This design comes from an exercise in tuning for small area, a short achievable clock period and few clock cycles on the open sky130 flow, not from production work. Only simulation tests tie the RTL to the original design; equivalence was not proved. The flow treats the clock pin as an ideal source, which a real chip does not have. No activity file was given, so power comes from the tool's default toggle rates.

## RISC_V
module RISC_V(clk, rst, mem_addr, mem_wdata, mem_we, mem_rdata);
    input clk, rst;
    input  [15:0] mem_rdata;
    output [15:0] mem_addr;
    output [15:0] mem_wdata;
    output        mem_we;
    reg  [15:1] fa;         
    reg  [15:0] ir;         
    reg  [7:0]  sa, sb;     
    reg         iv;         
    reg         mem;        
    reg  [15:0] ea;         
    reg  [2:0]  mrd;        
    reg         mst;        
    reg  [15:0] rf [0:7];
    integer k;
    wire [15:0] w      = mem_rdata;
    wire        w_jump = ~mem & (w[14:12] == 3'b100);
    wire        w_pt   = ~mem & (w[14:12] == 3'b011) & w[15];   
    wire [15:1] inc    = w_jump ? {{4{w[15]}}, w[11:1]} :
                         w_pt   ? {{12{w[15]}}, w[9], w[2:1]} : {14'd0, ~mem};
    wire [15:1] fnext  = fa + inc;
    wire [2:0] op  = ir[14:12];
    wire [2:0] f3  = ir[2:0];
    wire       exv = iv & ~mem;
    wire is_r  = (op == 3'b000);
    wire is_l  = (op == 3'b001);
    wire is_s  = (op == 3'b010);
    wire is_b  = (op == 3'b011);
    wire is_i  = (op == 3'b101);
  ...
For scale: roughly 1600 cells after synthesis, about 200 flip-flops, about 51 I/O pins, about 0.012 mm2 of cells after synthesis.
export LEC_CHECK = 0
export ABC_AREA = 1
export CAP_MARGIN = 10
export CORE_MARGIN = 2
export CORE_UTILIZATION = 40
export SETUP_SLACK_MARGIN = 4.4
export SLEW_MARGIN = 10
create_clock -name core_clock -period 8.0 [get_ports {clk}]
standard.sh (not shown) runs the stock make flow with config.mk's settings and CLKGATE_MAP_FILE= SYNTH_SCRIPT=/design/flow/synth_recipe.tcl, a recipe that flattens the netlist after the stock synthesis.
==> flow/flow/run.sh <==
#!/bin/bash
# The standard layout (standard.sh) with these changes:
# - synthesis leaves adders to ABC instead of mapping them onto the
#   library's full/half-adder cells (ADDER_MAP_FILE empty); the registers
#   are the standard synthesis's;

# - plain buffers on the ports (buffer_ports otherwise picks delay cells);
# - after the post-CTS timing repair, a downsizing pass (flow/area_recover.tcl)
#   that keeps the setup slack at or above SETUP_SLACK_MARGIN.
# Full tool output goes to standard.log.
set -e
export FLOW_FLOW_DIR=$PWD/flow
export ADDER_MAP_FILE=

export BUFFER_PORTS_ARGS="-buffer_cell sky130_fd_sc_hd__buf_1"
export POST_CTS_TCL=$FLOW_FLOW_DIR/post_cts.tcl
bash standard.sh > standard.log 2>&1
==> flow/flow/post_cts.tcl <==
# After CTS and its timing repair: give back the drive strength that repair
# added where the setup slack stays at or above the repair margin (two
# passes, as one downsizing can make room for another), then legalize the
# placement again.
source $::env(FLOW_FLOW_DIR)/area_recover.tcl
area_recover $::env(SETUP_SLACK_MARGIN)
area_recover $::env(SETUP_SLACK_MARGIN)
detailed_placement
check_placement -verbose
Other scripts of this flow, unchanged in this note and not shown: flow/flow/area_recover.tcl
The starting point produced a clean layout.
Testbench counts at the start, summed over its fixed seeds: cycles 40,390.
==> next run, changes <==
==> flow/flow/run.sh (replaced) <==
#!/bin/bash
# The standard layout (standard.sh) with three changes:
# - synthesis leaves adders to ABC instead of mapping them onto the
#   library's full/half-adder cells (ADDER_MAP_FILE empty); the registers
#   are the standard synthesis's;
# - plain buffers on the ports (buffer_ports otherwise picks delay cells);
# - after the post-CTS timing repair, a downsizing pass that keeps the setup slack at or above SETUP_SLACK_MARGIN.
# Full tool output goes to standard.log.
set -e
export FLOW_FLOW_DIR=$PWD/flow
export ADDER_MAP_FILE=
export BUFFER_PORTS_ARGS="-buffer_cell sky130_fd_sc_hd__buf_1"
export POST_CTS_TCL=$FLOW_FLOW_DIR/post_cts.tcl
bash standard.sh > standard.log 2>&1
==> flow/flow/post_cts.tcl (replaced) <==
# After CTS and its timing repair: give back the drive strength that repair
# added where the setup slack stays at or above the repair margin, then
# legalize the placement again.
source $::env(FLOW_FLOW_DIR)/area_recover.tcl
area_recover $::env(SETUP_SLACK_MARGIN)
detailed_placement
check_placement -verbose
CAP_MARGIN = 20   (was 10)
CORE_UTILIZATION = 50   (was 40)
SLEW_MARGIN = 20   (was 10)
After rerunning: The new run finished clean. Total power went up by about 2%. Count of clock-buffer cells in the layout does not change. Via count increases by 0.82%. Clock skew goes up by 0.018 ns. Worst hold slack improves by 0.031 ns. Utilization goes up by 12 points. Design area increases by 1.0%. First-iteration DRC count came out higher by 9.6%. Non-clock buffer count grows by 11. Maximum frequency is lower by about 3.2%. Cell count shrinks by 2.9%.
==> next run, changes <==
==> flow/flow/run.sh (replaced) <==
#!/bin/bash
# The standard layout (standard.sh) with these changes:
# - synthesis leaves adders to ABC instead of mapping them onto the
#   library's full/half-adder cells (ADDER_MAP_FILE empty); the registers
#   are the standard synthesis's;

# - plain buffers on the ports (buffer_ports otherwise picks delay cells);
# - after the post-CTS timing repair, a downsizing pass (flow/area_recover.tcl)
#   that keeps the setup slack at or above SETUP_SLACK_MARGIN.
# Full tool output goes to standard.log.
set -e
export FLOW_FLOW_DIR=$PWD/flow
export ADDER_MAP_FILE=

export BUFFER_PORTS_ARGS="-buffer_cell sky130_fd_sc_hd__buf_1"
export POST_CTS_TCL=$FLOW_FLOW_DIR/post_cts.tcl
bash standard.sh > standard.log 2>&1
==> flow/flow/post_cts.tcl (replaced) <==
# After CTS and its timing repair: give back the drive strength that repair
# added where the setup slack stays at or above the repair margin (two
# passes, as one downsizing can make room for another), then legalize the
# placement again.
source $::env(FLOW_FLOW_DIR)/area_recover.tcl
area_recover $::env(SETUP_SLACK_MARGIN)
area_recover $::env(SETUP_SLACK_MARGIN)
detailed_placement
check_placement -verbose
CAP_MARGIN = 0   (was 20)
CORE_UTILIZATION = 40   (was 50)
SLEW_MARGIN = 0   (was 20)
Synthesized area does not change.
Setup slack improves by 0.11 ns.
Count of clock-buffer cells in the layout does not change.
Non-clock buffer count falls by 10.
Hold slack degrades by 0.031 ns.
Via count falls by 0.96%.
Clock power falls by 7.0%.
Register-to-register slack improves by 0.13 ns.
Sequential cell count is unchanged.
Design area falls by 0.87%.
==> next run, changes <==
--- a/flow/flow/run.sh
+++ b/flow/flow/run.sh
@@ -5,3 +5,4 @@
 #   are the standard synthesis's;
-
+# - adders' carry logic is yosys's own (SYNTH_OPERATIONS_ARGS replaces the
+#   Kogge-Stone extra map that ORFS adds by default);
 # - plain buffers on the ports (buffer_ports otherwise picks delay cells);
@@ -13,3 +14,3 @@
 export ADDER_MAP_FILE=
-
+export SYNTH_OPERATIONS_ARGS=-noshare
 export BUFFER_PORTS_ARGS="-buffer_cell sky130_fd_sc_hd__buf_1"
CAP_MARGIN = 20   (was 0)
SETUP_SLACK_MARGIN = 4.6   (was 4.4)
SLEW_MARGIN = 20   (was 0)
Die area goes down by 6.0%.
Setup slack gets worse by 0.24 ns.
Sequential power is about the same.
Via count goes down by 3.5%.

## port drivers added, routing unchanged
In the flow no input, the clock included, has a driving cell. The finished layouts below were timed again as built, in two steps. Step 1 sets driving cells, clkbuf_16 on the clock port and buf_2 on the other inputs (assumed; they add their load-dependent delay and slew). Step 2 moves the port delays by t, midway between the first and last clock arrival at a register: inputs arrive t later, outputs are due t later. That takes back most of the time a late clock gives input paths. Slacks: ideal ports / drivers / drivers and shift; pairs: ideal ports / drivers.
run	t, ns	setup WS [ns]	latest minus earliest clock arrival (ns)
the first run	0.481	4.588 / 4.540 / 4.157	0.025 / 0.025
the second run	0.472	4.475 / 4.475 / 4.136	0.044 / 0.043
the third run	0.482	4.590 / 4.542 / 4.151	0.025 / 0.026
the fourth run	0.483	4.348 / 4.365 / 3.882	0.038 / 0.038
After both steps every run listed still meets setup and hold. For the fourth run, which loses most, drivers alone change the setup slack by +0.017 ns; drivers and shift together by -0.466 ns.
